Source: an optimization exercise on an open RTL-to-GDS flow (aim: small area). Production flows keep margins and buffers that such runs may drop.
In this exercise RTL edits were held to simulation tests only and were not proved equivalent to the original.
In every run shown here, the design's own scripts or RTL, not TritonCTS, make the clock network.
No driver is modelled on the clock port, so clock power and skew are understated where the tree is cut down; a real chip needs a root buffer or a tree.
Power and IR drop assume default switching activity.

$ cat config.mk
export PLATFORM = sky130hd
export DESIGN_NAME = LiftController
export DESIGN_NICKNAME = LiftController
export VERILOG_FILES = /design/flow/design.v
export SDC_FILE = /design/flow/constraint.sdc
export NUM_CORES = 4
export LEC_CHECK = 0
export ABC_AREA = 1
export CAP_MARGIN = 20
export CORE_AREA = 2.3 2.72 77.74 76.16
export CTS_BUF_LIST = sky130_fd_sc_hd__clkbuf_2 sky130_fd_sc_hd__clkbuf_4
export DIE_AREA = 0 0 80 80
export GPL_TIMING_DRIVEN = 0
export SLEW_MARGIN = 20
$ cat constraint.sdc
create_clock -name core_clock -period 5.0 [get_ports {clk}]
set_input_delay 1.0000 -clock core_clock [delete_from_list [all_inputs] [get_ports {clk}]]
set_output_delay 1.0000 -clock core_clock [all_outputs]
set_load 0.01 [all_outputs]
$ cat design.v
module LiftController(d_up, d_down, f, p_dir, rfloor, clk, reset);
input  [3:0] d_up;
input  [3:0] d_down;
input  [4:0] f;
output [1:0] p_dir;
input  clk, reset;
output reg [2:0] rfloor;
localparam [3:0] S0 = 4'b1000;
reg [3:0] pstate, nstate;
reg [1:0] count;
reg       nz;     
reg       pdir;   
reg       rdir;
reg       idle;   
assign p_dir = {pdir & ~idle, ~(pdir | idle)};
wire none = ~(|f | |d_up | |d_down);
wire [1:0] g = pstate[3:2];
wire [1:0] i = pstate[1:0];
wire i0 = (i == 2'd0), i1 = (i == 2'd1), i3 = (i == 2'd3);
wire isU  = (g == 2'd0);
wire isD  = (g == 2'd1);
wire isS  = (g == 2'd2);           
wire isS0 = isS & i0;
wire isSk = isS & ~i0;             
wire isS1 = isS & i1;
wire isS2 = isS & (i == 2'd2);
wire isS4 = (g == 2'd3) & i0;
wire isM  = (g == 2'd3) & ~i0;
wire mv   = ~g[1] | isM;
wire atk  = isSk & (rfloor[1:0] == i);    
wire upen = isU & ~i3 | isS0 | atk | isM & pdir & ~i3;
wire [4:1] ge = {upen, upen & (i != 2'd3), upen & ~i[1], upen & i0};
wire dnen = isD & ~i0 | isS4 | atk | isM & ~pdir & ~i1;
wire [3:0] lt = {1'b0, i3, i[1], ~i0};            
wire [3:0] le = isS4 ? 4'b1111 : {4{dnen}} & (isD ? (lt | (4'b0001 << i)) : lt);
wire [4:1] fu = f[4:1] & ge;
wire [4:1] hu_u = {1'b0, d_up[3:1]} & ge;
wire [4:1] hu_d = d_down[3:0] & ge & {1'b1, {3{~mv}}};
wire [4:1] hu = hu_u | hu_d;
reg [2:0] fu_fl, hu_fl; reg hu_rd;
always @* begin
    casez (fu)
    4'b???1: fu_fl = 3'd1;
    4'b??10: fu_fl = 3'd2;
    4'b?100: fu_fl = 3'd3;
    default: fu_fl = 3'd4;
    endcase
    casez (hu)
    4'b???1: begin hu_fl = 3'd1; hu_rd = hu_u[1]; end
    4'b??10: begin hu_fl = 3'd2; hu_rd = hu_u[2]; end
    4'b?100: begin hu_fl = 3'd3; hu_rd = hu_u[3]; end
    default: begin hu_fl = 3'd4; hu_rd = 1'b0; end
    endcase
end
wire fu_hit = |fu;
wire hu_hit = |hu;
wire hfirst = (isS1 & rdir) | (isS2 & ~rdir);
wire s1q = isS1 & ~rdir;
wire hu_en = ~(s1q & |f[4:1]);
wire use_h = hu_en & hu_hit & (hfirst | ~fu_hit);
wire u_hit = fu_hit | (hu_en & hu_hit);
wire [2:0] u_fl = use_h ? hu_fl : fu_fl;
wire u_rd = use_h ? hu_rd : 1'b1;
wire u_pd = ~s1q | use_h;
wire [3:0] fd = f[3:0] & le;
wire [3:0] hd_u = d_up[3:0] & le & {{3{~mv}}, 1'b1};
wire [3:0] hd_d = {d_down[2:0], 1'b0} & le;
wire [3:0] hd = hd_u | hd_d;
reg [2:0] fd_fl, hd_fl; reg hd_rd;
always @* begin
    casez (fd)
    4'b1???: fd_fl = 3'd3;
    4'b01??: fd_fl = 3'd2;
    4'b001?: fd_fl = 3'd1;
    default: fd_fl = 3'd0;
    endcase
    casez (hd)
    4'b1???: begin hd_fl = 3'd3; hd_rd = hd_u[3]; end
    4'b01??: begin hd_fl = 3'd2; hd_rd = hd_u[2]; end
    4'b001?: begin hd_fl = 3'd1; hd_rd = hd_u[1]; end
    default: begin hd_fl = 3'd0; hd_rd = hd_u[0] & ~(isS1 & rdir); end
    endcase
end
wire fd_hit = |fd;
wire d_hit = fd_hit | |hd;
wire [2:0] d_fl = fd_hit ? fd_fl : hd_fl;
wire d_rd = ~fd_hit & hd_rd;
wire sel_u = u_hit & ~(atk & ~rdir & d_hit);
wire sel_d = d_hit & ~(atk & rdir & u_hit);
wire [2:0] rf = sel_u ? u_fl : sel_d ? d_fl : rfloor;
wire rd = sel_u ? u_rd : sel_d ? d_rd : rdir;
wire go = ~none & (isS0 & (u_hit | rfloor != 3'd0) | isS4 & (d_hit | ~rfloor[2]) |
                   isSk & (~atk | sel_u | sel_d));
wire pd = isU | isS0 & (u_hit | rfloor != 3'd0) | pdir & ~isD &
          ~(isS4 & d_hit) & ~(isSk & sel_d) | isSk & sel_u & u_pd;
wire c2 = count[1];
wire [1:0] cnt = ~g[1] ? {count[0], ~(count[0] | count[1])} : count;
wire [3:0] tgt = 4'b0001 << (isU ? i + 2'd1 : i);    
wire arrive = isU & (i3 | |(tgt[3:1] & (f[3:1] | d_up[3:1]))) |
              isD & (i0 | |(tgt[3:1] & (f[3:1] | d_down[2:0])));
wire z = g[1] ? (~isM & ~go) : (nz | ~c2 & arrive);
wire leave = isM | go;
wire up = isS0 | ~isS4 & (isM ? pdir : pd);
wire [3:0] ns = ~g[1] ? (c2 ? (isU ? {1'b1, ~nz | i3, i + 2'd1} : {1'b1, ~nz & ~i0, i}) : pstate)
                       : (leave ? (up ? {2'b00, i} : {2'b01, i - 2'd1}) : pstate);
always @(posedge clk) begin
    if (reset) begin
        pstate <= S0; nstate <= S0; count <= 2'd0; nz <= 1'b1;
        pdir <= 1'b1; rdir <= 1'b0; rfloor <= 3'd0; idle <= 1'b1;
    end else begin
        pstate <= nstate;
        nstate <= ns; rfloor <= rf; rdir <= rd; count <= cnt; nz <= z; pdir <= pd;
        idle <= none;
    end
end
endmodule
$ cat flow/run.sh
#!/bin/bash
# Standard synthesis, then a stronger area re-optimisation of its combinational logic
# (every flip-flop kept as it is), then the standard layout with small port buffers
# and a single clock buffer. Each tool's output goes to its own log file here.
set -euo pipefail
R=orfs/results/${FLOW_PLATFORM}/LiftController/base
YOSYS=$FLOW_HOME/../tools/install/yosys/bin/yosys
[[ -x $YOSYS ]] || YOSYS=yosys
LIB=$FLOW_HOME/platforms/${FLOW_PLATFORM}/lib/sky130_fd_sc_hd__tt_025C_1v80.lib

bash standard.sh synth > synth.log 2>&1
cp $R/1_2_yosys.v std_yosys.v

# several seeds of the same re-optimisation, four at a time; keep the smallest
SEEDS="1 2 3 4 5 6 7 8"
for s in $SEEDS; do
  sed "s/@SEED@/$s/" flow/deep.abc > deep_$s.abc
  REOPT_LIB=$LIB REOPT_DONTUSE=flow/dontuse.txt REOPT_IN=std_yosys.v REOPT_SCRIPT=deep_$s.abc \
  REOPT_OUT=reopt_$s.v REOPT_STAT=reopt_stat_$s.txt $YOSYS -c flow/reopt.tcl > reopt_$s.log 2>&1 &
  if (( s % 4 == 0 )); then wait; fi
done
wait
best=""; barea=""
for s in $SEEDS; do
  a=$(grep -i "chip area" reopt_stat_$s.txt | awk '{print $NF}') || continue
  [[ -n "$a" ]] || continue
  if [[ -z "$barea" ]] || awk "BEGIN{exit !($a < $barea)}"; then best=$s; barea=$a; fi
done
echo "seed $best area $barea" > reopt_choice.txt
if [[ -n "$best" ]]; then
  cp reopt_$best.v $R/1_2_yosys.v
  rm -f $R/1_synth.odb $R/1_synth.sdc
  bash standard.sh synth > synth_odb.log 2>&1
fi

# small port buffers; one clock buffer for all flip-flops instead of an H-tree
BUFFER_PORTS_ARGS="-buffer_cell sky130_fd_sc_hd__buf_1" PRE_CTS_TCL=$(pwd)/flow/one_clkbuf.tcl \
  bash standard.sh > layout.log 2>&1
$ cat flow/deep.abc
strash
&get -n
&deepsyn -T 45 -S @SEED@
&put
dch -f
amap -m -F 4 -A 10 -C 1000
$ cat flow/dontuse.txt
-dont_use sky130_fd_sc_hd__lpflow_bleeder_1 -dont_use sky130_fd_sc_hd__lpflow_clkbufkapwr_1 -dont_use sky130_fd_sc_hd__lpflow_clkbufkapwr_16 -dont_use sky130_fd_sc_hd__lpflow_clkbufkapwr_2 -dont_use sky130_fd_sc_hd__lpflow_clkbufkapwr_4 -dont_use sky130_fd_sc_hd__lpflow_clkbufkapwr_8 -dont_use sky130_fd_sc_hd__lpflow_clkinvkapwr_1 -dont_use sky130_fd_sc_hd__lpflow_clkinvkapwr_16 -dont_use sky130_fd_sc_hd__lpflow_clkinvkapwr_2 -dont_use sky130_fd_sc_hd__lpflow_clkinvkapwr_4 -dont_use sky130_fd_sc_hd__lpflow_clkinvkapwr_8 -dont_use sky130_fd_sc_hd__lpflow_decapkapwr_12 -dont_use sky130_fd_sc_hd__lpflow_decapkapwr_3 -dont_use sky130_fd_sc_hd__lpflow_decapkapwr_4 -dont_use sky130_fd_sc_hd__lpflow_decapkapwr_6 -dont_use sky130_fd_sc_hd__lpflow_decapkapwr_8 -dont_use sky130_fd_sc_hd__lpflow_inputiso0n_1 -dont_use sky130_fd_sc_hd__lpflow_inputiso0p_1 -dont_use sky130_fd_sc_hd__lpflow_inputiso1n_1 -dont_use sky130_fd_sc_hd__lpflow_inputiso1p_1 -dont_use sky130_fd_sc_hd__lpflow_inputisolatch_1 -dont_use sky130_fd_sc_hd__lpflow_isobufsrc_1 -dont_use sky130_fd_sc_hd__lpflow_isobufsrc_16 -dont_use sky130_fd_sc_hd__lpflow_isobufsrc_2 -dont_use sky130_fd_sc_hd__lpflow_isobufsrc_4 -dont_use sky130_fd_sc_hd__lpflow_isobufsrc_8 -dont_use sky130_fd_sc_hd__lpflow_isobufsrckapwr_16 -dont_use sky130_fd_sc_hd__lpflow_lsbuf_lh_hl_isowell_tap_1 -dont_use sky130_fd_sc_hd__lpflow_lsbuf_lh_hl_isowell_tap_2 -dont_use sky130_fd_sc_hd__lpflow_lsbuf_lh_hl_isowell_tap_4 -dont_use sky130_fd_sc_hd__lpflow_lsbuf_lh_isowell_4 -dont_use sky130_fd_sc_hd__lpflow_lsbuf_lh_isowell_tap_1 -dont_use sky130_fd_sc_hd__lpflow_lsbuf_lh_isowell_tap_2 -dont_use sky130_fd_sc_hd__lpflow_lsbuf_lh_isowell_tap_4 -dont_use sky130_fd_sc_hd__probe_p_8 -dont_use sky130_fd_sc_hd__probec_p_8 
$ cat flow/one_clkbuf.tcl
# Clock distribution for a small design: one clock buffer drives every flip-flop clock pin
# (the clock port then feeds a single cell), in place of the H-tree that CTS builds.
set cb_master_name [expr {[info exists ::env(ONE_CLKBUF)] ? $::env(ONE_CLKBUF) : "sky130_fd_sc_hd__clkbuf_8"}]
set block [ord::get_db_block]
set db [ord::get_db]
set master [$db findMaster $cb_master_name]
set clknet [$block findNet clk]
set leaf [odb::dbNet_create $block clknet_leaf]
$leaf setSigType CLOCK
set buf [odb::dbInst_create $block $master clkbuf_leaf]
set sx 0; set sy 0; set n 0
foreach it [$clknet getITerms] {
  set inst [$it getInst]
  if {$inst eq $buf} { continue }
  $it disconnect
  $it connect $leaf
  set bb [$inst getBBox]
  set sx [expr {$sx + ([$bb xMin] + [$bb xMax]) / 2}]
  set sy [expr {$sy + ([$bb yMin] + [$bb yMax]) / 2}]
  incr n
}
[$buf findITerm A] connect $clknet
[$buf findITerm X] connect $leaf
$buf setLocation [expr {$sx / $n}] [expr {$sy / $n}]
$buf setPlacementStatus PLACED
global_connect
puts "one_clkbuf: $cb_master_name drives $n clock pins"
proc clock_tree_synthesis {args} { puts "one_clkbuf: clock_tree_synthesis skipped" }
set_propagated_clock [all_clocks]
$ cat flow/reopt.tcl
# Re-optimise the combinational logic of the standard synthesis netlist, keeping every
# flip-flop instance (name, cell type, connections to its own nets) as it is.
set lib $::env(REOPT_LIB)
set dont_use [split [string trim [read [open $::env(REOPT_DONTUSE)]]]]
yosys read_liberty -ignore_miss_func $lib
yosys read_verilog $::env(REOPT_IN)
yosys hierarchy -top LiftController
yosys setattr -mod -set keep_hierarchy 1 sky130_fd_sc_hd__*df* sky130_fd_sc_hd__*dl*
yosys flatten
yosys rename -hide w:*.*
yosys opt_clean -purge
yosys techmap
yosys opt -fast
yosys abc -script $::env(REOPT_SCRIPT) -liberty $lib {*}$dont_use
yosys opt_clean -purge
yosys hilomap -singleton -hicell sky130_fd_sc_hd__conb_1 HI -locell sky130_fd_sc_hd__conb_1 LO
yosys splitnets
yosys insbuf -buf sky130_fd_sc_hd__buf_4 A X
yosys opt_clean -purge
yosys blackbox sky130_fd_sc_hd__*df* sky130_fd_sc_hd__*dl*
yosys tee -o $::env(REOPT_STAT) stat -liberty $lib
yosys select LiftController
yosys write_verilog -noattr -nohex -nodec -selected $::env(REOPT_OUT)
$ cat standard.sh
#!/bin/bash
# synth_recipe.tcl (not shown) runs the flow's synth.tcl, then flattens the netlist and writes it again
# the make line also repeats each setting of config.mk as NAME=value (left out here)
make -C /OpenROAD-flow-scripts/flow DESIGN_CONFIG=/design/flow/config.mk WORK_HOME=/design/flow/orfs CLKGATE_MAP_FILE= SYNTH_SCRIPT=/design/flow/synth_recipe.tcl "${@:-finish}"
==> flow_summary.json, run 1 <==
{
  "port_buffers": 19,
  "dp_worst_setup_slack_ns": 0.5181,
  "clk-insertion-delay-late_ns": 0.16,
  "die-area_sq_um": 6400,
  "final_antenna_net_count": 0,
  "crit_top_cell": "nor2_1",
  "reg2reg_slack_ns": 0.49,
  "diodes": 0,
  "final_cell_mix": "42 x nor2_1, 29 x clkinv_1, 19 x buf_1",
  "min_path_type": "flip-flop to flip-flop",
  "place_area_sq_um": 1334,
  "finalHoldViolations": 0,
  "postCtsSetupRepairBufs": 0,
  "startpoint_type": "flip-flop",
  "fin_skew_ns": 0.001338,
  "nets": 222,
  "final_common_cell": "nor2_1",
  "wl_microns": 3901,
  "die_h_microns": 80,
  "ios": 20,
  "worstSetupPathType": "flip-flop to flip-flop",
  "hold_path_depth": 1,
  "worstPathRequired_ns": 5.08,
  "worst_pin_slew_ns": 0.6477,
  "min_to": "pstate[3]$_SDFF_PP1_",
  "drtIter0Drc": 189,
  "syn_area_sq_um": 1172,
  "syn-num-nets": 200,
  "fmax_mhz": 221.8,
  "critPathSlowestCell": "dfxtp_1",
  "final_cells": 277,
  "tns_ns": 0,
  "regToRegEndpoint": "nstate[1]$_SDFF_PP0_",
  "regToRegStartpoint": "pstate[1]$_SDFF_PP0_",
  "dr.pass1.iters": 5,
  "gp_congestion": 0.9542,
  "area_growth_pct": 15.26,
  "dp_cells": 276,
  "final_cell_area_sq_um": 1351,
  "syn-instance-count": 185,
  "path_max_fanout": 7,
  "grt_max_degree": 18,
  "peakVddDrop_mv": 0.09840,
  "overflow": 0,
  "critical-path-top-delay-family": "simple AND/OR/NAND/NOR gates",
  "setup_viol": 0,
  "grt_util_all_layers": 0.1196,
  "dieWidth_microns": 80,
  "p_leak_nw": 0.4315,
  "antenna_found_initial": 0,
  "drc": 0,
  "std_cell_rows": 27,
  "fin_util": 0.2439,
  "worstPathCellList": "clkinv_1 -> nor2_2 -> clkinv_1 -> a31oi_1 -> o22a_1 -> o211ai_1 -> nor3_1 -> or3_1 -> nor2_1 -> nand3_1 -> clkinv_1 -> nor2_1 -> nor2_1 -> clkinv_1 -> o21ai_0 -> a31oi_1 -> nor2_1 -> nor3_1 -> nand2_1 -> o21ai_0 -> nor2_1 -> a211oi_1",
  "p_per_area_nw_per_um2": 206.4,
  "drv_cap": 0,
  "critPathMaxStageDelay_ns": 0.47,
  "coreArea_sq_um": 5540,
  "grt_pass1_wl_microns": 6320,
  "arrival_ns": 4.59,
  "fillers": 651,
  "setup.worst_path.end_class": "flip-flop",
  "hp-start": "nstate[3]$_SDFF_PP1_",
  "routedWlPerCell_microns": 14.08,
  "vias_per_cell": 5.267,
  "clk_pin_slew_worst_paths_ns": 0.10,
  "total_power_mw": 0.2789,
  "max-slew-margin-rel": 0.5682,
  "dpl.hpwl_microns": 3177,
  "grt_pass1_vias": 1384,
  "layout_min_cycle_time_ns": 4.508,
  "r2r_cells": 22,
  "rsz0062_at_grt": "no",
  "vias": 1459,
  "crit_buf_inv": 4,
  "yosys_warnings": 1,
  "fin_crit_sh": 0.9016,
  "avgSynthCellArea_sq_um": 6.337,
  "holdWs_ns": 0.4245,
  "start_util": 0.2116,
  "worst_slack_ns": 0.4919,
  "drv_slew": 0,
  "status": "complete, no violations",
  "layout-drive-gt1-share": 0.009756
}
-- final cells by class --
type / count / area (sq um) / area share
tap: 72 / 90.09 / 0.06667
inverter: 29 / 108.9 / 0.08056
multi-input combinational: 139 / 726.9 / 0.5380
sequential: 17 / 340.3 / 0.2519
timing repair buffer: 19 / 71.32 / 0.05278
buffer: 1 / 13.76 / 0.01019
-- flip-flops by register name (all words and copies together), names as in the netlist --
name and flops:
pdir 1, idle 1, nstate 4, rdir 1, rfloor 3, pstate 4, nz 1, count 2
-- how the worst max path moves through the flow --
stage | start | end | slack [ns] | cells after the start
after detailed placement | pstate[1]$_SDFF_PP0_ | nstate[1]$_SDFF_PP0_ | 0.52 | 22
after CTS | pstate[1]$_SDFF_PP0_ | nstate[1]$_SDFF_PP0_ | 0.47 | 22
after floorplan | pstate[1]$_SDFF_PP0_ | nstate[1]$_SDFF_PP0_ | 1.57 | 22
final | pstate[1]$_SDFF_PP0_ | nstate[1]$_SDFF_PP0_ | 0.49 | 22
after global routing | pstate[1]$_SDFF_PP0_ | nstate[1]$_SDFF_PP0_ | 0.04 | 22
after global placement | pstate[1]$_SDFF_PP0_ | nstate[1]$_SDFF_PP0_ | 0.46 | 22
-- metal layers --
| layer | up-vias | routed length [microns] | track usage |
|---|---|---|---|
| met5 | - | 0 | 0 |
| met4 | 0 | 179 | 0.04576 |
| met3 | 25 | 451 | 0.01471 |
| met2 | 110 | 1637 | 0.1942 |
| met1 | 622 | 1632 | 0.1604 |
| li1 | 702 | - | - |
-- what timing repair did --
| item | CTS | global route |
|---|---|---|
| hold buffers | 0 | 0 |
| resized for setup | 0 | 2 |
| endpoints found under the setup margin | 0 | 3 |
-- worst register-to-register path, delay by kind of cell (launching register included) --
| family | cells | cell delay (ns) |
|---|---|---|
| simple gates | 11 | 1.81 |
| compound gates | 7 | 1.43 |
| buf+inv | 4 | 0.73 |
| flops | 1 | 0.47 |
-- where the power goes --
| part | internal [mW] | switching [mW] |
|---|---|---|
| Clock | 0.0186 | 0.0348 |
| Combinational | 0.0244 | 0.0476 |
| Sequential | 0.143 | 0.0103 |
==> inputs of run 2 (changes only) <==
--- a/design.v
+++ b/design.v
@@ -90,7 +90,7 @@
 wire [2:0] rf = sel_u ? u_fl : sel_d ? d_fl : rfloor;
 wire rd = sel_u ? u_rd : sel_d ? d_rd : rdir;
 wire go = ~none & (isS0 & (u_hit | rfloor != 3'd0) | isS4 & (d_hit | ~rfloor[2]) |
-                   isSk & (~atk | sel_u | sel_d));
+                   isSk & (~atk | u_hit | d_hit));
 wire pd = isU | isS0 & (u_hit | rfloor != 3'd0) | pdir & ~isD &
           ~(isS4 & d_hit) & ~(isSk & sel_d) | isSk & sel_u & u_pd;
 wire c2 = count[1];
--- a/flow/run.sh
+++ b/flow/run.sh
@@ -12,7 +12,7 @@
 cp $R/1_2_yosys.v std_yosys.v
 
 # several seeds of the same re-optimisation, four at a time; keep the smallest
-SEEDS="1 2 3 4 5 6 7 8"
+SEEDS="1 2 3 4 5 6 7 8 9 10 11 12"
 for s in $SEEDS; do
   sed "s/@SEED@/$s/" flow/deep.abc > deep_$s.abc
   REOPT_LIB=$LIB REOPT_DONTUSE=flow/dontuse.txt REOPT_IN=std_yosys.v REOPT_SCRIPT=deep_$s.abc \
==> config.mk (replaced) <==
export PLATFORM = sky130hd
export DESIGN_NAME = LiftController
export DESIGN_NICKNAME = LiftController
export VERILOG_FILES = /design/flow/design.v
export SDC_FILE = /design/flow/constraint.sdc
export NUM_CORES = 4
export LEC_CHECK = 0
export CAP_MARGIN = 20
export CORE_AREA = 2.3 2.72 77.74 76.16
export DIE_AREA = 0 0 80 80
export GPL_TIMING_DRIVEN = 0
export SLEW_MARGIN = 20
==> flow_summary.json, run 2 <==
{
  "status": "complete, no violations",
  "layout-drive-gt1-share": 0.005181,
  "port_buffers": 19,
  "syn-instance-count": 173,
  "critPathMaxStageDelay_ns": 0.45,
  "setup_viol": 0,
  "worstSetupPathType": "flip-flop to flip-flop",
  "vias": 1314,
  "worstPathRequired_ns": 5.05,
  "avgSynthCellArea_sq_um": 6.668,
  "coreArea_sq_um": 5540,
  "area_growth_pct": 15.18,
  "grt_pass1_vias": 1295,
  "wl_microns": 3422,
  "worstPathCellList": "nor2_1 -> clkinv_1 -> nor2_1 -> nor2_1 -> nor2b_1 -> or3_1 -> nor3b_1 -> a22oi_1 -> o21a_1 -> o21ai_0 -> clkinv_1 -> nor2_1 -> a211oi_1 -> o21ai_0 -> o31ai_1 -> o21ai_0 -> o21ai_0 -> a21oi_1",
  "antenna_found_initial": 0,
  "peakVddDrop_mv": 0.08997,
  "grt_util_all_layers": 0.1067,
  "clk-insertion-delay-late_ns": 0.16,
  "setup.worst_path.end_class": "flip-flop",
  "finalHoldViolations": 0,
  "arrival_ns": 4.05,
  "postCtsSetupRepairBufs": 0,
  "syn-num-nets": 188,
  "syn_area_sq_um": 1154,
  "max-slew-margin-rel": 0.6140,
  "path_max_fanout": 10,
  "p_seq_frac": 0.524,
  "gp_congestion": 0.9125,
  "yosys_warnings": 1,
  "cts_resized": 0,
  "netSwitchingFraction": 0.3301,
  "grt_pass1_wl_microns": 5789,
  "multiInputGateArea_sq_um": 726.9,
  "critPathSlowestCell": "nor2_1",
  "min_path_type": "flip-flop to flip-flop",
  "std_cell_rows": 27,
  "drc": 0,
  "routedWlPerCell_microns": 12.91,
  "fin_skew_ns": 0.004031,
  "final_common_cell": "nor2_1",
  "total_power_mw": 0.2920,
  "drtIter0Drc": 74,
  "diodes": 0,
  "nets": 210,
  "ctsHoldBuffers": 0,
  "overflow": 0,
  "die-area_sq_um": 6400,
  "drv_slew": 0,
  "rsz0062_at_grt": "no",
  "fillers": 643,
  "die_h_microns": 80,
  "drv_cap": 0,
  "dpl.hpwl_microns": 2773,
  "ios": 20,
  "fmax_mhz": 250.1,
  "pwr-share-clk": 0.181,
  "p_leak_nw": 0.4406,
  "p_per_area_nw_per_um2": 219.8,
  "switchingPower_mw": 0.09640,
  "grt_max_degree": 18,
  "layout_min_cycle_time_ns": 3.998,
  "final_cell_mix": "31 x nor2_1, 23 x clkinv_1, 22 x o21ai_0",
  "vias_per_cell": 4.958,
  "startpoint_type": "flip-flop",
  "combinationalPowerShare": 0.295,
  "dieWidth_microns": 80,
  "dr.pass1.iters": 5,
  "fin_crit_sh": 0.7997,
  "final_antenna_net_count": 0,
  "p_int_mw": 0.1956,
  "reg.largest.list": "nstate: 4 flops, pstate: 4 flops, rfloor: 3 flops",
  "worst_pin_slew_ns": 0.5729,
  "tns_ns": 0,
  "start_util": 0.2082,
  "regArea_sq_um": 340.3,
  "clk_pin_slew_worst_paths_ns": 0.10
}
run 2: area by class of cell:
class	count	share of cell area
multi-input cells	133	0.5471
flip-flops and latches	17	0.2561
well taps	72	0.06780
inverters	23	0.06497
repair buffers	19	0.05367
plain buffers	1	0.01036
run 2: final timing paths:
kind | end | start | depth (start not counted) | slack, ns
worst min register to register | pstate[3]$_SDFF_PP1_ | nstate[3]$_SDFF_PP1_ | 1 | 0.43
worst max-delay path | nstate[1]$_SDFF_PP0_ | pstate[0]$_SDFF_PP0_ | 18 | 1.00
worst min-delay path | pstate[3]$_SDFF_PP1_ | nstate[3]$_SDFF_PP1_ | 1 | 0.43
worst max register to register | nstate[1]$_SDFF_PP0_ | pstate[0]$_SDFF_PP0_ | 18 | 1.00
run 2: power by group through the flow:
| stage | clock network [mW] | logic, mW | registers (mW) |
|---|---|---|---|
| floorplan | 0 | 0.0584 | 0.155 |
| global route | 0.0600 | 0.0955 | 0.155 |
| CTS | 0.0555 | 0.0847 | 0.153 |
| finish | 0.0528 | 0.0862 | 0.153 |
| global placement | 0 | 0.0850 | 0.156 |
| detailed placement | 0 | 0.0842 | 0.156 |
run 2: critical path, delay by kind of cell, from the launching register on:
family          cells  cell delay, ns
buf+inv             2            0.51
flops               1            0.40
compound gates      9            1.54
simple gates        7            1.41
run 2: per-stage QoR:
step                      worst slack (ns)  utilization  hold WS, ns  area (sq um)  std cells
after floorplan                      1.879            -       0.3909          1154        173
after global placement               1.059       0.2374       0.3961          1315        264
after detailed placement             1.145       0.2374       0.4086          1315        264
after CTS                            1.134       0.2398       0.4336          1329        265
after global routing                0.8221       0.2398       0.4540          1329        265
final                                1.002       0.2398       0.4296          1329        265
run 2: per-layer routing:
layer | vias to the layer above | GRT usage | routed length [microns]
li1 | 677 | - | -
met1 | 566 | 0.1475 | 1570
met2 | 65 | 0.1808 | 1548
met3 | 6 | 0.009050 | 262
met4 | 0 | 0.02034 | 41
met5 | - | 0 | 0
==> inputs of run 3 (changes only) <==
--- a/design.v
+++ b/design.v
@@ -30,9 +30,8 @@
 wire atk  = isSk & (rfloor[1:0] == i);    
 wire upen = isU & ~i3 | isS0 | atk | isM & pdir & ~i3;
 wire [4:1] ge = {upen, upen & (i != 2'd3), upen & ~i[1], upen & i0};
-wire dnen = isD & ~i0 | isS4 | atk | isM & ~pdir & ~i1;
-wire [3:0] lt = {1'b0, i3, i[1], ~i0};            
-wire [3:0] le = isS4 ? 4'b1111 : {4{dnen}} & (isD ? (lt | (4'b0001 << i)) : lt);
+wire dnen = isD & ~i1 | isS4 | atk | isM & ~pdir & ~i1;
+wire [3:0] le = {4{dnen}} & {i0, i0 | i3, i0 | i[1], 1'b1};    
 wire [4:1] fu = f[4:1] & ge;
 wire [4:1] hu_u = {1'b0, d_up[3:1]} & ge;
 wire [4:1] hu_d = d_down[3:0] & ge & {1'b1, {3{~mv}}};
@@ -95,14 +94,14 @@
           ~(isS4 & d_hit) & ~(isSk & sel_d) | isSk & sel_u & u_pd;
 wire c2 = count[1];
 wire [1:0] cnt = ~g[1] ? {count[0], ~(count[0] | count[1])} : count;
-wire [3:0] tgt = 4'b0001 << (isU ? i + 2'd1 : i);    
+wire [3:0] tgt = 4'b0001 << (isU ? i + 2'd1 : i - 2'd1);    
 wire arrive = isU & (i3 | |(tgt[3:1] & (f[3:1] | d_up[3:1]))) |
-              isD & (i0 | |(tgt[3:1] & (f[3:1] | d_down[2:0])));
+              isD & (i1 | |(tgt[3:1] & (f[3:1] | d_down[2:0])));
 wire z = g[1] ? (~isM & ~go) : (nz | ~c2 & arrive);
 wire leave = isM | go;
 wire up = isS0 | ~isS4 & (isM ? pdir : pd);
-wire [3:0] ns = ~g[1] ? (c2 ? (isU ? {1'b1, ~nz | i3, i + 2'd1} : {1'b1, ~nz & ~i0, i}) : pstate)
-                       : (leave ? (up ? {2'b00, i} : {2'b01, i - 2'd1}) : pstate);
+wire [3:0] ns = ~g[1] ? (c2 ? (isU ? {1'b1, ~nz | i3, i + 2'd1} : {1'b1, ~nz & ~i1, i - 2'd1}) : pstate)
+                       : (leave ? {1'b0, ~up, i} : pstate);
 always @(posedge clk) begin
     if (reset) begin
         pstate <= S0; nstate <= S0; count <= 2'd0; nz <= 1'b1;
==> flow_summary.json, run 3 <==
{
  "status": "complete, no violations",
  "area_growth_pct": 15.59,
  "ctsHoldBuffers": 0,
  "combinationalPowerShare": 0.209,
  "path_max_fanout": 9,
  "drc": 0,
  "port_buffers": 19,
  "max-slew-margin-rel": 0.6189,
  "dieWidth_microns": 80,
  "syn-instance-count": 171,
  "reg2reg_slack_ns": 1.55,
  "holdWs_ns": 0.4233,
  "nets": 208,
  "gp_congestion": 0.9151,
  "finalHoldViolations": 0,
  "setup_viol": 0,
  "worst_slack_ns": 1.546,
  "overflow": 0,
  "routedWlPerCell_microns": 12.78,
  "syn-num-nets": 186,
  "dp_cells": 262,
  "final_antenna_net_count": 0,
  "peakVddDrop_mv": 0.08641,
  "drv_cap": 0,
  "dp_worst_setup_slack_ns": 1.653,
  "pwr-share-clk": 0.211,
  "grt_pass1_wl_microns": 5706,
  "worstPathRequired_ns": 5.03,
  "fin_skew_ns": 0.002166,
  "multiInputGateArea_sq_um": 693.2,
  "dpl.hpwl_microns": 2737,
  "regArea_sq_um": 340.3,
  "grt_util_all_layers": 0.1093,
  "worst_pin_slew_ns": 0.5696,
  "die_h_microns": 80,
  "vias": 1314,
  "final_common_cell": "nor2_1",
  "setup.worst_path.end_class": "flip-flop",
  "drv_slew": 0,
  "antenna_found_initial": 0,
  "avgSynthCellArea_sq_um": 6.571,
  "yosys_warnings": 1,
  "syn_area_sq_um": 1124,
  "dr.pass1.iters": 4,
  "top_usage_layer": "met2",
  "clk_pin_slew_worst_paths_ns": 0.10,
  "layout_min_cycle_time_ns": 3.454,
  "met3_usage": 0.009050,
  "reg.largest.list": "nstate: 4 flops, pstate: 4 flops, rfloor: 3 flops",
  "p_seq_frac": 0.581,
  "min_path_type": "flip-flop to flip-flop",
  "coreArea_sq_um": 5540,
  "ios": 20,
  "die-area_sq_um": 6400,
  "worstSetupPathType": "flip-flop to flip-flop",
  "grt_util_met2": 0.1975,
  "clk-insertion-delay-late_ns": 0.16,
  "tns_ns": 0,
  "final_cell_mix": "36 x nor2_1, 24 x clkinv_1, 19 x a21oi_1, 19 x buf_1, 17 x dfxtp_1",
  "fin_crit_sh": 0.6907,
  "p_int_mw": 0.1794,
  "cts_resized": 0,
  "wl_microns": 3361,
  "start_util": 0.2028,
  "grt_max_degree": 18,
  "netSwitchingFraction": 0.2914,
  "postCtsSetupRepairBufs": 0,
  "vias_per_cell": 4.996,
  "final_cells": 263,
  "fmax_mhz": 289.5,
  "fillers": 642,
  "startpoint_type": "flip-flop",
  "diodes": 0,
  "drtIter0Drc": 167,
  "std_cell_rows": 27,
  "arrival_ns": 3.48,
  "layout-drive-gt1-share": 0.005236,
  "rsz0062_at_grt": "no",
  "p_leak_nw": 0.4204,
  "switchingPower_mw": 0.07378,
  "fin_util": 0.2344,
  "met1_usage": 0.1341,
  "p_per_area_nw_per_um2": 194.9,
  "grt_pass1_vias": 1272
}
==> run 3: cell types whose count changed in the layout (fill, tap and decap cells not counted), sizes merged, moves of 3 or more <==
cell	before	now
a2111oi	0	3
a21oi	11	19
a31oi	5	1
nor2	31	36
nor3	6	9
o211ai	3	0
o21ai	22	11
o22ai	3	10
==> run 3: critical path, stage by stage (launching register included) <==
cell and delay [ns]:
dfxtp_1 0.39, nor2_1 0.47, clkinv_1 0.38, nor3_1 0.31
a21oi_1 0.09, nor2b_1 0.17, o31ai_1 0.40, nor4bb_1 0.16
a21oi_1 0.29, a21o_1 0.24, nand2_1 0.12, a31oi_1 0.20
a2111oi_0 0.09
==> run 3: worst paths after layout <==
check / startpoint / end / cells past startpoint
setup / recovery: pstate[1]$_SDFF_PP0_ / rdir$_SDFFE_PP0P_ / 12
hold / removal: nstate[3]$_SDFF_PP1_ / pstate[3]$_SDFF_PP1_ / 1
setup reg to reg: pstate[1]$_SDFF_PP0_ / rdir$_SDFFE_PP0P_ / 12
hold reg to reg: nstate[3]$_SDFF_PP1_ / pstate[3]$_SDFF_PP1_ / 1
==> run 3: through the flow <==
step	power, mW	cell area [sq um]
2_1_floorplan	0.1827	1124
3_3_place_gp	0.2032	1285
3_5_place_dp	0.2025	1285
4_1_cts	0.2558	1299
5_1_grt	0.2678	1299
6_report	0.2532	1299
==> run 3: cell type report <==
| type | count | share of cell area |
|---|---|---|
| buffer | 1 | 0.01060 |
| timing repair buffer | 19 | 0.05491 |
| multi-input combinational | 130 | 0.5337 |
| inverter | 24 | 0.06936 |
| tap | 72 | 0.06936 |
| sequential | 17 | 0.2620 |
==> run 3: metal layers <==
| layer | wire [microns] | up-vias | part of all wire |
|---|---|---|---|
| li1 | - | 659 | - |
| met1 | 1463 | 594 | 0.44 |
| met2 | 1600 | 51 | 0.48 |
| met3 | 202 | 10 | 0.060 |
| met4 | 94 | 0 | 0.028 |
| met5 | 0 | - | 0 |
==> run 3: power by group through the flow <==
stage,Clock [mW],Combinational (mW),Sequential (mW)
2_1_floorplan,0,0.0333,0.149
3_3_place_gp,0,0.0531,0.150
3_5_place_dp,0,0.0522,0.150
4_1_cts,0.0562,0.0525,0.147
5_1_grt,0.0595,0.0601,0.148
6_report,0.0533,0.0528,0.147
==> inputs of run 4 (changes only) <==
--- a/design.v
+++ b/design.v
@@ -5,7 +5,7 @@
 output [1:0] p_dir;
 input  clk, reset;
 output reg [2:0] rfloor;
-localparam [3:0] S0 = 4'b1000;
+localparam [3:0] S0 = {2'b10, 2'd2};
 reg [3:0] pstate, nstate;
 reg [1:0] count;
 reg       nz;     
@@ -15,7 +15,7 @@
 assign p_dir = {pdir & ~idle, ~(pdir | idle)};
 wire none = ~(|f | |d_up | |d_down);
 wire [1:0] g = pstate[3:2];
-wire [1:0] i = pstate[1:0];
+wire [1:0] i = (pstate[1:0] == 2'd0) ? 2'd2 : (pstate[1:0] == 2'd1) ? 2'd3 : (pstate[1:0] == 2'd2) ? 2'd0 : 2'd1;
 wire i0 = (i == 2'd0), i1 = (i == 2'd1), i3 = (i == 2'd3);
 wire isU  = (g == 2'd0);
 wire isD  = (g == 2'd1);
@@ -100,8 +100,9 @@
 wire z = g[1] ? (~isM & ~go) : (nz | ~c2 & arrive);
 wire leave = isM | go;
 wire up = isS0 | ~isS4 & (isM ? pdir : pd);
-wire [3:0] ns = ~g[1] ? (c2 ? (isU ? {1'b1, ~nz | i3, i + 2'd1} : {1'b1, ~nz & ~i1, i - 2'd1}) : pstate)
-                       : (leave ? {1'b0, ~up, i} : pstate);
+wire [3:0] nsl = ~g[1] ? (c2 ? (isU ? {1'b1, ~nz | i3, i + 2'd1} : {1'b1, ~nz & ~i1, i - 2'd1}) : {g, i})
+                       : (leave ? {1'b0, ~up, i} : {g, i});
+wire [3:0] ns = {nsl[3:2], (nsl[1:0] == 2'd0) ? 2'd2 : (nsl[1:0] == 2'd1) ? 2'd3 : (nsl[1:0] == 2'd2) ? 2'd0 : 2'd1};
 always @(posedge clk) begin
     if (reset) begin
         pstate <= S0; nstate <= S0; count <= 2'd0; nz <= 1'b1;
==> flow_summary.json, run 4 <==
{
  "syn_area_sq_um": 1104,
  "nets": 197,
  "coreArea_sq_um": 5540,
  "drv_slew": 0,
  "syn-instance-count": 160,
  "syn-num-nets": 175,
  "grt_pass1_vias": 1240,
  "startpoint": "pstate[1]$_SDFF_PP1_",
  "tns_ns": 0,
  "drtIter0Drc": 154,
  "antenna_found_initial": 0,
  "grt_pass1_wl_microns": 5878,
  "rsz0062_at_grt": "no",
  "worstSetupPathType": "flip-flop to flip-flop",
  "setup.worst_path.end_class": "flip-flop",
  "fillers": 655,
  "clk-insertion-delay-late_ns": 0.16,
  "combinationalPowerShare": 0.253,
  "drc": 0,
  "final_common_cell": "nor2_1",
  "std_cell_rows": 27,
  "diodes": 0,
  "ios": 20,
  "fin_util": 0.2308,
  "worst_pin_slew_ns": 0.6790,
  "start_util": 0.1992,
  "ctsHoldBuffers": 0,
  "regToRegStartpoint": "pstate[1]$_SDFF_PP1_",
  "wl_microns": 3428,
  "grt_max_degree": 18,
  "vias": 1305,
  "path_max_fanout": 9,
  "grt_util_all_layers": 0.1102,
  "die_h_microns": 80,
  "final_cell_mix": "34 x nor2_1, 24 x clkinv_1, 19 x buf_1",
  "vias_per_cell": 5.179,
  "total_power_mw": 0.2788,
  "die-area_sq_um": 6400,
  "p_int_mw": 0.1888,
  "netSwitchingFraction": 0.3227,
  "worstPathRequired_ns": 5.08,
  "clk_pin_slew_worst_paths_ns": 0.11,
  "dr.pass1.iters": 4,
  "fmax_mhz": 248.2,
  "finalHoldViolations": 0,
  "arrival_ns": 4.11,
  "pwr-share-clk": 0.196,
  "postCtsSetupRepairBufs": 0,
  "max-slew-margin-rel": 0.5409,
  "dieWidth_microns": 80,
  "switchingPower_mw": 0.08998,
  "hp-start": "nstate[1]$_SDFF_PP1_",
  "yosys_warnings": 1,
  "gp_congestion": 0.9085,
  "final_antenna_net_count": 0,
  "overflow": 0,
  "area_growth_pct": 15.87,
  "p_leak_nw": 0.3927,
  "layout_min_cycle_time_ns": 4.028,
  "peakVddDrop_mv": 0.09929,
  "port_buffers": 19,
  "min_path_type": "flip-flop to flip-flop",
  "avgSynthCellArea_sq_um": 6.897,
  "status": "complete, no violations",
  "dpl.hpwl_microns": 2684,
  "p_seq_frac": 0.551,
  "reg.largest.list": "nstate: 4 flops, pstate: 4 flops, rfloor: 3 flops",
  "drv_cap": 0,
  "startpoint_type": "flip-flop",
  "layout-drive-gt1-share": 0.005556,
  "fin_skew_ns": 0.002550,
  "p_per_area_nw_per_um2": 218.0,
  "fin_crit_sh": 0.8057,
  "cts_resized": 0,
  "setup_viol": 0,
  "routedWlPerCell_microns": 13.60
}
[run 4: metrics by stage]
step	cell area, sq um	hold WS [ns]	worst slack, ns	cells
4_1_cts	1279	0.4285	1.095	252
3_5_place_dp	1265	0.4093	1.104	251
6_report	1279	0.4248	0.9716	252
2_1_floorplan	1104	0.3909	1.835	160
3_3_place_gp	1265	0.3956	1.044	251
5_1_grt	1279	0.4553	0.5809	252
[run 4: final cells by class]
cell class / instances / area (sq um) / area share
buffer: 1 / 13.76 / 0.01076
inverter: 24 / 90.09 / 0.07045
multi-input combinational: 119 / 673.1 / 0.5264
sequential: 17 / 340.3 / 0.2661
tap: 72 / 90.09 / 0.07045
timing repair buffer: 19 / 71.32 / 0.05577
[run 4: critical path: stages (launching register included)]
cell and delay (ns):
dfxtp_1 0.57, clkinv_1 0.31, nor2_1 0.42, nor2_1 0.16
nor2_1 0.19, o32ai_1 0.13, or3_1 0.41, nor4b_1 0.63
nor2_1 0.15, clkinv_1 0.11, o221ai_1 0.19, nor2_1 0.23
o2111ai_1 0.20, o221ai_1 0.22
[run 4: final timing paths]
kind / slack (ns) / cells after the start / to
setup / recovery: 0.97 / 13 / rdir$_SDFFE_PP0P_
hold / removal: 0.42 / 1 / pstate[1]$_SDFF_PP1_
setup reg to reg: 0.97 / 13 / rdir$_SDFFE_PP0P_
hold reg to reg: 0.42 / 1 / pstate[1]$_SDFF_PP1_
[run 4: power by group through the flow]
stage	clock network [mW]	logic, mW	registers [mW]
after CTS	0.0566	0.0694	0.154
after global placement	0	0.0688	0.157
final	0.0546	0.0706	0.154
after floorplan	0	0.0453	0.155
after global routing	0.0604	0.0789	0.156
after detailed placement	0	0.0691	0.157
[run 4: layer usage]
| metal | GRT usage | share of wire |
|---|---|---|
| met5 | 0 | 0 |
| met2 | 0.1950 | 0.48 |
| met3 | 0.005656 | 0.072 |
| met4 | 0.01356 | 0.015 |
| met1 | 0.1507 | 0.43 |
==> inputs of run 5 (changes only) <==
--- a/design.v
+++ b/design.v
@@ -5,7 +5,7 @@
 output [1:0] p_dir;
 input  clk, reset;
 output reg [2:0] rfloor;
-localparam [3:0] S0 = {2'b10, 2'd2};
+localparam [3:0] S0 = {2'b10, 2'd0};
 reg [3:0] pstate, nstate;
 reg [1:0] count;
 reg       nz;     
@@ -15,7 +15,7 @@
 assign p_dir = {pdir & ~idle, ~(pdir | idle)};
 wire none = ~(|f | |d_up | |d_down);
 wire [1:0] g = pstate[3:2];
-wire [1:0] i = (pstate[1:0] == 2'd0) ? 2'd2 : (pstate[1:0] == 2'd1) ? 2'd3 : (pstate[1:0] == 2'd2) ? 2'd0 : 2'd1;
+wire [1:0] i = (pstate[1:0] == 2'd0) ? 2'd0 : (pstate[1:0] == 2'd1) ? 2'd2 : (pstate[1:0] == 2'd2) ? 2'd1 : 2'd3;
 wire i0 = (i == 2'd0), i1 = (i == 2'd1), i3 = (i == 2'd3);
 wire isU  = (g == 2'd0);
 wire isD  = (g == 2'd1);
@@ -102,7 +102,7 @@
 wire up = isS0 | ~isS4 & (isM ? pdir : pd);
 wire [3:0] nsl = ~g[1] ? (c2 ? (isU ? {1'b1, ~nz | i3, i + 2'd1} : {1'b1, ~nz & ~i1, i - 2'd1}) : {g, i})
                        : (leave ? {1'b0, ~up, i} : {g, i});
-wire [3:0] ns = {nsl[3:2], (nsl[1:0] == 2'd0) ? 2'd2 : (nsl[1:0] == 2'd1) ? 2'd3 : (nsl[1:0] == 2'd2) ? 2'd0 : 2'd1};
+wire [3:0] ns = {nsl[3:2], (nsl[1:0] == 2'd0) ? 2'd0 : (nsl[1:0] == 2'd1) ? 2'd2 : (nsl[1:0] == 2'd2) ? 2'd1 : 2'd3};
 always @(posedge clk) begin
     if (reset) begin
         pstate <= S0; nstate <= S0; count <= 2'd0; nz <= 1'b1;
==> flow_summary.json, run 5 <==
{
  "p_seq_frac": 0.563,
  "arrival_ns": 3.71,
  "antenna_found_initial": 0,
  "regToRegStartpoint": "pstate[1]$_SDFF_PP0_",
  "tns_ns": 0,
  "ios": 20,
  "switchingPower_mw": 0.08221,
  "dieWidth_microns": 80,
  "regArea_sq_um": 340.3,
  "fillers": 642,
  "area_growth_pct": 15.68,
  "gp_congestion": 0.8992,
  "p_leak_nw": 0.4150,
  "cts_resized": 0,
  "grt_util_all_layers": 0.1023,
  "vias": 1348,
  "final_common_cell": "nor2_1",
  "layout_min_cycle_time_ns": 3.619,
  "routedWlPerCell_microns": 12.54,
  "startpoint_type": "flip-flop",
  "finalHoldViolations": 0,
  "drv_cap": 0,
  "multiInputGateArea_sq_um": 679.4,
  "r2r_cells": 19,
  "pwr-share-clk": 0.194,
  "dpl.hpwl_microns": 2654,
  "dr.pass1.iters": 7,
  "status": "complete, no violations",
  "std_cell_rows": 27,
  "drc": 0,
  "top_usage_layer": "met2",
  "path_max_fanout": 8,
  "holdWs_ns": 0.4203,
  "start_util": 0.2017,
  "postCtsSetupRepairBufs": 0,
  "min_path_type": "flip-flop to flip-flop",
  "vias_per_cell": 5.068,
  "ctsHoldBuffers": 0,
  "grt_util_met2": 0.1567,
  "worstSetupPathType": "flip-flop to flip-flop",
  "grt_max_degree": 18,
  "rsz0062_at_grt": "no",
  "worst_pin_slew_ns": 0.6922,
  "regToRegEndpoint": "rdir$_SDFFE_PP0P_",
  "p_int_mw": 0.1843,
  "grt_pass1_vias": 1211,
  "die-area_sq_um": 6400,
  "worstPathRequired_ns": 5.09,
  "fin_skew_ns": 0.0007160,
  "p_per_area_nw_per_um2": 206.2,
  "diodes": 0,
  "final_cell_mix": "43 x nor2_1, 26 x clkinv_1, 19 x buf_1",
  "avgSynthCellArea_sq_um": 6.421,
  "final_antenna_net_count": 0,
  "netSwitchingFraction": 0.3085,
  "hold_path_depth": 1,
  "reg.largest.list": "nstate: 4 flops, pstate: 4 flops, rfloor: 3 flops",
  "fmax_mhz": 276.3,
  "wl_microns": 3335,
  "reg2reg_slack_ns": 1.38,
  "fin_crit_sh": 0.7237,
  "max-slew-margin-rel": 0.5386,
  "yosys_warnings": 1,
  "drtIter0Drc": 205,
  "coreArea_sq_um": 5540,
  "clk_pin_slew_worst_paths_ns": 0.10,
  "layout-drive-gt1-share": 0.005155,
  "clk-insertion-delay-late_ns": 0.16,
  "drv_slew": 0,
  "syn-instance-count": 174,
  "grt_pass1_wl_microns": 5492,
  "nets": 211,
  "peakVddDrop_mv": 0.1014,
  "die_h_microns": 80,
  "met1_usage": 0.1510,
  "syn-num-nets": 189,
  "setup.worst_path.end_class": "flip-flop",
  "combinationalPowerShare": 0.244,
  "setup_viol": 0,
  "syn_area_sq_um": 1117,
  "port_buffers": 19,
  "met3_usage": 0.01357,
  "overflow": 0,
  "hp-start": "nstate[3]$_SDFF_PP1_",
  "min_to": "pstate[3]$_SDFF_PP1_"
}
## run 5: through the flow
step                      setup WS (ns)  utilization  cell area, sq um  cells  power, mW
after floorplan                   1.963            -              1117    174     0.1934
after global placement            1.370       0.2308              1279    265     0.2167
after detailed placement          1.390       0.2308              1279    265     0.2163
after CTS                         1.461       0.2333              1292    266     0.2696
after global routing             0.9874       0.2333              1292    266     0.2846
final                             1.381       0.2333              1292    266     0.2665
## run 5: cell type report
| type | count | area share |
|---|---|---|
| flip-flops and latches | 17 | 0.2633 |
| repair buffers | 19 | 0.05518 |
| plain buffers | 1 | 0.01065 |
| well taps | 72 | 0.06970 |
| multi-input cells | 131 | 0.5257 |
| inverters | 26 | 0.07551 |
## run 5: how the worst max path moves through the flow
stage	start	end	slack, ns	depth (start not counted)
floorplan	d_down[2]	rdir$_SDFFE_PP0P_	1.96	20
finish	pstate[1]$_SDFF_PP0_	rdir$_SDFFE_PP0P_	1.38	19
global route	pstate[1]$_SDFF_PP0_	rdir$_SDFFE_PP0P_	0.99	19
detailed placement	d_down[2]	rdir$_SDFFE_PP0P_	1.39	21
CTS	pstate[1]$_SDFF_PP0_	rdir$_SDFFE_PP0P_	1.46	19
global placement	d_down[2]	rdir$_SDFFE_PP0P_	1.37	21
## run 5: routing by layer
| layer | routed length (microns) | part of all wire |
|---|---|---|
| met1 | 1521 | 0.46 |
| met2 | 1362 | 0.41 |
| met3 | 388 | 0.12 |
| met4 | 63 | 0.019 |
| met5 | 0 | 0 |
## run 5: worst max-delay path, cell delays in order (launching register included)
cell and delay [ns]:
dfxtp_1 0.53, clkinv_1 0.29, nor2_1 0.33, nor2_1 0.19, nor3_1 0.30, nor2_1 0.09, o21ai_0 0.09, o21a_1 0.14
nor2_1 0.04, nor2_1 0.09, nor2_1 0.07, nor2_1 0.18, o21ai_0 0.10, o21ai_0 0.11, nand2_1 0.11, clkinv_1 0.11
o221ai_1 0.16, a211oi_1 0.34, a211oi_1 0.14, nor3_1 0.13
## run 5: power groups by stage
stage                     Sequential (mW)  Combinational [mW]  Clock [mW]
after floorplan                     0.152              0.0416           0
after global placement              0.153              0.0639           0
after detailed placement            0.153              0.0634           0
after CTS                           0.150              0.0639      0.0559
after global routing                0.151              0.0726      0.0606
final                               0.150              0.0649      0.0516
==> inputs of run 6 (changes only) <==
--- a/design.v
+++ b/design.v
@@ -5,7 +5,7 @@
 output [1:0] p_dir;
 input  clk, reset;
 output reg [2:0] rfloor;
-localparam [3:0] S0 = {2'b10, 2'd0};
+localparam [3:0] S0 = {2'b10, 2'd1};
 reg [3:0] pstate, nstate;
 reg [1:0] count;
 reg       nz;     
@@ -15,7 +15,7 @@
 assign p_dir = {pdir & ~idle, ~(pdir | idle)};
 wire none = ~(|f | |d_up | |d_down);
 wire [1:0] g = pstate[3:2];
-wire [1:0] i = (pstate[1:0] == 2'd0) ? 2'd0 : (pstate[1:0] == 2'd1) ? 2'd2 : (pstate[1:0] == 2'd2) ? 2'd1 : 2'd3;
+wire [1:0] i = (pstate[1:0] == 2'd0) ? 2'd2 : (pstate[1:0] == 2'd1) ? 2'd0 : (pstate[1:0] == 2'd2) ? 2'd3 : 2'd1;
 wire i0 = (i == 2'd0), i1 = (i == 2'd1), i3 = (i == 2'd3);
 wire isU  = (g == 2'd0);
 wire isD  = (g == 2'd1);
@@ -102,7 +102,7 @@
 wire up = isS0 | ~isS4 & (isM ? pdir : pd);
 wire [3:0] nsl = ~g[1] ? (c2 ? (isU ? {1'b1, ~nz | i3, i + 2'd1} : {1'b1, ~nz & ~i1, i - 2'd1}) : {g, i})
                        : (leave ? {1'b0, ~up, i} : {g, i});
-wire [3:0] ns = {nsl[3:2], (nsl[1:0] == 2'd0) ? 2'd0 : (nsl[1:0] == 2'd1) ? 2'd2 : (nsl[1:0] == 2'd2) ? 2'd1 : 2'd3};
+wire [3:0] ns = {nsl[3:2], (nsl[1:0] == 2'd0) ? 2'd1 : (nsl[1:0] == 2'd1) ? 2'd3 : (nsl[1:0] == 2'd2) ? 2'd0 : 2'd2};
 always @(posedge clk) begin
     if (reset) begin
         pstate <= S0; nstate <= S0; count <= 2'd0; nz <= 1'b1;
--- a/flow/run.sh
+++ b/flow/run.sh
@@ -12,7 +12,7 @@
 cp $R/1_2_yosys.v std_yosys.v
 
 # several seeds of the same re-optimisation, four at a time; keep the smallest
-SEEDS="1 2 3 4 5 6 7 8 9 10 11 12"
+SEEDS="1 2 3 4 5 6 7 8 9 10 11 12 13 14 15 16"
 for s in $SEEDS; do
   sed "s/@SEED@/$s/" flow/deep.abc > deep_$s.abc
   REOPT_LIB=$LIB REOPT_DONTUSE=flow/dontuse.txt REOPT_IN=std_yosys.v REOPT_SCRIPT=deep_$s.abc \
==> flow/deep.abc (replaced) <==
strash
&get -n
&deepsyn -T 60 -S @SEED@
&put
dch -f
amap -m -F 4 -A 10 -C 1000
==> flow_summary.json, run 6 <==
{
  "max-slew-margin-rel": 0.6080,
  "place_area_sq_um": 1267,
  "dpl.hpwl_microns": 2630,
  "pwr-share-clk": 0.223,
  "coreArea_sq_um": 5540,
  "syn-num-nets": 179,
  "gp_congestion": 0.9034,
  "fmax_mhz": 242.2,
  "drv_cap": 0,
  "dr.pass1.iters": 4,
  "clk-insertion-delay-late_ns": 0.17,
  "rsz0062_at_grt": "no",
  "p_int_mw": 0.1776,
  "final_common_cell": "nor2_1",
  "startpoint_type": "flip-flop",
  "vias_per_cell": 5.008,
  "p_per_area_nw_per_um2": 197.2,
  "min_path_type": "flip-flop to flip-flop",
  "total_power_mw": 0.2526,
  "status": "complete, no violations",
  "layout-drive-gt1-share": 0.005435,
  "die-area_sq_um": 6400,
  "port_buffers": 19,
  "combinationalPowerShare": 0.201,
  "drtIter0Drc": 66,
  "fin_skew_ns": 0.003023,
  "nets": 201,
  "layout_min_cycle_time_ns": 4.129,
  "switchingPower_mw": 0.07497,
  "grt_util_all_layers": 0.1035,
  "peakVddDrop_mv": 0.08364,
  "drv_slew": 0,
  "die_h_microns": 80,
  "drc": 0,
  "setup.worst_path.end_class": "flip-flop",
  "fin_util": 0.2313,
  "diodes": 0,
  "final_cell_mix": "30 x nor2_1, 28 x clkinv_1, 19 x buf_1",
  "final_cell_area_sq_um": 1281,
  "reg.largest.list": "nstate: 4 flops, pstate: 4 flops, rfloor: 3 flops",
  "cts_resized": 0,
  "syn_area_sq_um": 1106,
  "ctsHoldBuffers": 0,
  "arrival_ns": 4.19,
  "worstPathRequired_ns": 5.06,
  "std_cell_rows": 27,
  "avgSynthCellArea_sq_um": 6.744,
  "fillers": 643,
  "wl_microns": 3279,
  "routedWlPerCell_microns": 12.81,
  "start_util": 0.1996,
  "clk_pin_slew_worst_paths_ns": 0.11,
  "fin_crit_sh": 0.8258,
  "dieWidth_microns": 80,
  "area_growth_pct": 15.84,
  "p_seq_frac": 0.576,
  "worst_pin_slew_ns": 0.5880,
  "grt_pass1_vias": 1202,
  "postCtsSetupRepairBufs": 0,
  "yosys_warnings": 1,
  "setup_viol": 0,
  "final_antenna_net_count": 0,
  "finalHoldViolations": 0,
  "tns_ns": 0,
  "overflow": 0,
  "vias": 1282,
  "antenna_found_initial": 0,
  "worstSetupPathType": "flip-flop to flip-flop",
  "grt_pass1_wl_microns": 5589,
  "netSwitchingFraction": 0.2968,
  "grt_max_degree": 18,
  "path_max_fanout": 10,
  "ios": 20,
  "p_leak_nw": 0.4070,
  "syn-instance-count": 164
}
[run 6: layer usage]
metal / routed length, microns / up-vias / GRT usage
li1: - / 638 / -
met4: 62 / 0 / 0.02203
met2: 1559 / 49 / 0.1800
met3: 156 / 6 / 0.005656
met5: 0 / - / 0
met1: 1501 / 589 / 0.1402
[run 6: stage by stage]
| step | cells | setup WS [ns] | hold WS (ns) |
|---|---|---|---|
| after global routing | 256 | 0.4727 | 0.4601 |
| after detailed placement | 255 | 1.016 | 0.4037 |
| after CTS | 256 | 0.9527 | 0.4304 |
| after global placement | 255 | 0.8688 | 0.3939 |
| final | 256 | 0.8711 | 0.4259 |
| after floorplan | 164 | 1.761 | 0.3909 |
[run 6: worst paths after layout]
path,startpoint,to,slack (ns),depth (start not counted)
setup / recovery,pstate[0]$_SDFF_PP1_,rfloor[0]$_SDFFE_PP0P_,0.87,19
hold / removal,nstate[0]$_SDFF_PP1_,pstate[0]$_SDFF_PP1_,0.43,1
setup reg to reg,pstate[0]$_SDFF_PP1_,rfloor[0]$_SDFFE_PP0P_,0.87,19
hold reg to reg,nstate[0]$_SDFF_PP1_,pstate[0]$_SDFF_PP1_,0.43,1
[run 6: final cells by class]
class / count / area (sq um) / area share
multi-input combinational: 119 / 660.6 / 0.5156
timing repair buffer: 19 / 71.32 / 0.05566
sequential: 17 / 340.3 / 0.2656
buffer: 1 / 13.76 / 0.01074
tap: 72 / 90.09 / 0.07031
inverter: 28 / 105.1 / 0.08203
[run 6: power groups by stage]
stage,Clock [mW],Combinational [mW],Sequential (mW)
after floorplan,0,0.0309,0.148
after global routing,0.0618,0.0568,0.146
after global placement,0,0.0508,0.148
after CTS,0.0573,0.0502,0.146
final,0.0562,0.0508,0.146
after detailed placement,0,0.0499,0.149
[run 6: critical path: stages (launching register included)]
cell and delay [ns]:
dfxtp_1 0.54, clkinv_1 0.22, nor2_1 0.29, clkinv_1 0.30, a21oi_1 0.56, nand2_1 0.10
a31oi_1 0.34, o21a_1 0.19, nor2_1 0.04, nor2_1 0.08, nor2_1 0.05, or3_1 0.34
nor2_1 0.14, nor2_1 0.09, nand2_1 0.08, nand2_1 0.07, clkinv_1 0.06, nor3_1 0.06
a222oi_1 0.36, clkinv_1 0.11
==> inputs of run 7 (changes only) <==
--- a/design.v
+++ b/design.v
@@ -5,7 +5,7 @@
 output [1:0] p_dir;
 input  clk, reset;
 output reg [2:0] rfloor;
-localparam [3:0] S0 = {2'b10, 2'd1};
+localparam [3:0] S0 = {2'b10, 2'd3};
 reg [3:0] pstate, nstate;
 reg [1:0] count;
 reg       nz;     
@@ -15,7 +15,7 @@
 assign p_dir = {pdir & ~idle, ~(pdir | idle)};
 wire none = ~(|f | |d_up | |d_down);
 wire [1:0] g = pstate[3:2];
-wire [1:0] i = (pstate[1:0] == 2'd0) ? 2'd2 : (pstate[1:0] == 2'd1) ? 2'd0 : (pstate[1:0] == 2'd2) ? 2'd3 : 2'd1;
+wire [1:0] i = (pstate[1:0] == 2'd0) ? 2'd2 : (pstate[1:0] == 2'd1) ? 2'd3 : (pstate[1:0] == 2'd2) ? 2'd1 : 2'd0;
 wire i0 = (i == 2'd0), i1 = (i == 2'd1), i3 = (i == 2'd3);
 wire isU  = (g == 2'd0);
 wire isD  = (g == 2'd1);
@@ -102,7 +102,7 @@
 wire up = isS0 | ~isS4 & (isM ? pdir : pd);
 wire [3:0] nsl = ~g[1] ? (c2 ? (isU ? {1'b1, ~nz | i3, i + 2'd1} : {1'b1, ~nz & ~i1, i - 2'd1}) : {g, i})
                        : (leave ? {1'b0, ~up, i} : {g, i});
-wire [3:0] ns = {nsl[3:2], (nsl[1:0] == 2'd0) ? 2'd1 : (nsl[1:0] == 2'd1) ? 2'd3 : (nsl[1:0] == 2'd2) ? 2'd0 : 2'd2};
+wire [3:0] ns = {nsl[3:2], (nsl[1:0] == 2'd0) ? 2'd3 : (nsl[1:0] == 2'd1) ? 2'd2 : (nsl[1:0] == 2'd2) ? 2'd0 : 2'd1};
 always @(posedge clk) begin
     if (reset) begin
         pstate <= S0; nstate <= S0; count <= 2'd0; nz <= 1'b1;
==> flow_summary.json, run 7 <==
{
  "dr_wl_met2_microns": 1562,
  "regToRegStartpoint": "pstate[0]$_SDFF_PP1_",
  "std_cell_rows": 27,
  "postCtsSetupRepairBufs": 0,
  "regToRegEndpoint": "rfloor[0]$_SDFFE_PP0P_",
  "clk_pin_slew_worst_paths_ns": 0.10,
  "area_growth_pct": 15.84,
  "p_per_area_nw_per_um2": 190.8,
  "dpl.hpwl_microns": 2698,
  "final_common_cell": "nor2_1",
  "grt_max_degree": 18,
  "worst_pin_slew_ns": 0.5980,
  "drv_cap": 0,
  "grt_pass1_wl_microns": 5768,
  "final_antenna_net_count": 0,
  "antenna_found_initial": 0,
  "cts_resized": 0,
  "dieWidth_microns": 80,
  "fin_skew_ns": 0.001414,
  "drc": 0,
  "max-slew-margin-rel": 0.5999,
  "fin_crit_sh": 0.8393,
  "setup.worst_path.end_class": "flip-flop",
  "peakVddDrop_mv": 0.08834,
  "status": "complete, no violations",
  "syn-instance-count": 162,
  "diodes": 0,
  "startpoint_type": "flip-flop",
  "p_leak_nw": 0.4042,
  "reg2reg_slack_ns": 0.80,
  "avgSynthCellArea_sq_um": 6.828,
  "ios": 20,
  "worstPathRequired_ns": 5.05,
  "final_cells": 254,
  "yosys_warnings": 1,
  "setup.worst_path.end": "rfloor[0]$_SDFFE_PP0P_",
  "clk-insertion-delay-late_ns": 0.16,
  "layout-drive-gt1-share": 0.005495,
  "rsz0062_at_grt": "no",
  "wl_microns": 3302,
  "startpoint": "pstate[0]$_SDFF_PP1_",
  "die_h_microns": 80,
  "syn_area_sq_um": 1106,
  "syn-num-nets": 177,
  "dr.pass1.iters": 4,
  "setup_viol": 0,
  "gp_congestion": 0.9408,
  "routedWlPerCell_microns": 13.00,
  "min_path_type": "flip-flop to flip-flop",
  "route.met3.wl_microns": 223,
  "fmax_mhz": 238.3,
  "layout_min_cycle_time_ns": 4.196,
  "dp_cells": 253,
  "coreArea_sq_um": 5540,
  "start_util": 0.1996,
  "grt_util_all_layers": 0.1072,
  "worstSetupPathType": "flip-flop to flip-flop",
  "nets": 199,
  "ctsHoldBuffers": 0,
  "reg.largest.list": "nstate: 4 flops, pstate: 4 flops, rfloor: 3 flops",
  "tns_ns": 0,
  "fillers": 642,
  "vias_per_cell": 5.106,
  "top_layer": "met4",
  "die-area_sq_um": 6400,
  "finalHoldViolations": 0,
  "met1_length_microns": 1463,
  "vias": 1297,
  "port_buffers": 19,
  "drv_slew": 0,
  "r2r_cells": 15,
  "drtIter0Drc": 65,
  "grt_pass1_vias": 1228,
  "arrival_ns": 4.25,
  "final_cell_mix": "29 x nor2_1, 25 x clkinv_1, 19 x buf_1",
  "path_max_fanout": 8,
  "overflow": 0
}
==> run 7: cell count changes in the layout (fill, tap and decap cells not counted), moves of 3 or more <==
cell / change
nand2_1: -3
nor3_1: +3
a22oi_1: -3
o221ai_1: +3
clkinv_1: -3
o22ai_1: -4
==> run 7: layer usage <==
| metal | GRT usage | vias to the layer above |
|---|---|---|
| met4 | 0.03559 | 0 |
| met5 | 0 | - |
| met1 | 0.1462 | 589 |
| met3 | 0.007919 | 4 |
| li1 | - | 644 |
| met2 | 0.1775 | 60 |
==> run 7: worst min-delay path by stage <==
stage                          from                    to  slack (ns)  depth (start not counted)
2_1_floorplan  nstate[0]$_SDFF_PP1_  pstate[0]$_SDFF_PP1_        0.39                          1
3_3_place_gp   nstate[3]$_SDFF_PP1_  pstate[3]$_SDFF_PP1_        0.39                          1
3_5_place_dp   nstate[0]$_SDFF_PP1_  pstate[0]$_SDFF_PP1_        0.40                          1
4_1_cts        nstate[3]$_SDFF_PP1_  pstate[3]$_SDFF_PP1_        0.42                          1
5_1_grt        nstate[0]$_SDFF_PP1_  pstate[0]$_SDFF_PP1_        0.46                          1
6_report       nstate[3]$_SDFF_PP1_  pstate[3]$_SDFF_PP1_        0.42                          1
==> run 7: layout make-up <==
type	count	area, sq um	share of cell area
Multi-Input combinational cell	120	671.9	0.5244
Sequential cell	17	340.3	0.2656
Inverter	25	93.84	0.07324
Tap cell	72	90.09	0.07031
Timing Repair Buffer	19	71.32	0.05566
Buffer	1	13.76	0.01074
==> run 7: where the power goes <==
group / internal (mW) / switching (mW) / total [mW]
clock: 0.0186 / 0.0331 / 0.0517
combinational: 0.0166 / 0.0302 / 0.0468
sequential: 0.141 / 0.00526 / 0.146
total: 0.176 / 0.0686 / 0.244
==> run 7: worst max-delay path, stage by stage, from the launching register on <==
cell	delay [ns]
dfxtp_1	0.50
clkinv_1	0.25
nor2_1	0.43
clkinv_1	0.35
nor2_1	0.36
nor2_1	0.20
or3_1	0.36
o21ai_0	0.19
nor3_1	0.08
a221oi_1	0.31
o21bai_1	0.22
o21ai_0	0.20
nand3_1	0.16
clkinv_1	0.10
a222oi_1	0.29
clkinv_1	0.10
==> run 7: through the flow <==
stage | utilization | setup WS, ns | area, sq um | hold slack, ns | total power [mW]
after floorplan | - | 1.804 | 1106 | 0.3909 | 0.1766
after global placement | 0.2288 | 0.9019 | 1267 | 0.3934 | 0.1955
after detailed placement | 0.2288 | 0.9652 | 1267 | 0.4001 | 0.1948
after CTS | 0.2313 | 0.9640 | 1281 | 0.4246 | 0.2468
after global routing | 0.2313 | 0.3366 | 1281 | 0.4606 | 0.2601
final | 0.2313 | 0.8036 | 1281 | 0.4207 | 0.2444

-- re-timing with driven ports --
Ports are ideal in the flow. The routed layouts listed here were re-timed in OpenROAD. Step 1 sets driving cells, clkbuf_16 on the clock port and buf_2 on the other inputs (assumed; they add their load-dependent delay and slew). Step 2, shift: input delay + t, output delay - t, t = (earliest + latest rising clock arrival at the registers) / 2. This alone moves slack from input paths to output paths. Three values: ideal, step 1, step 2; two values: the first two.
run	t, ns	setup WS [ns]	hold WS [ns]	cell pins on the clock port's net
run 1	0.182	0.492 / 0.492 / 0.492	0.425 / 0.425 / 0.425	1
run 2	0.177	1.002 / 1.002 / 1.002	0.430 / 0.430 / 0.430	1
run 3	0.185	1.546 / 1.546 / 1.546	0.423 / 0.423 / 0.423	1
run 4	0.184	0.972 / 0.972 / 0.972	0.425 / 0.425 / 0.425	1
run 5	0.179	1.381 / 1.381 / 1.282	0.420 / 0.420 / 0.420	1
run 6	0.189	0.871 / 0.871 / 0.871	0.426 / 0.426 / 0.426	1
run 7	0.178	0.804 / 0.804 / 0.804	0.421 / 0.421 / 0.421	1
After both steps setup and hold are still met in every run listed. For run 5, which loses most, drivers alone change the setup slack by 0.000 ns; drivers and shift together by -0.099 ns.
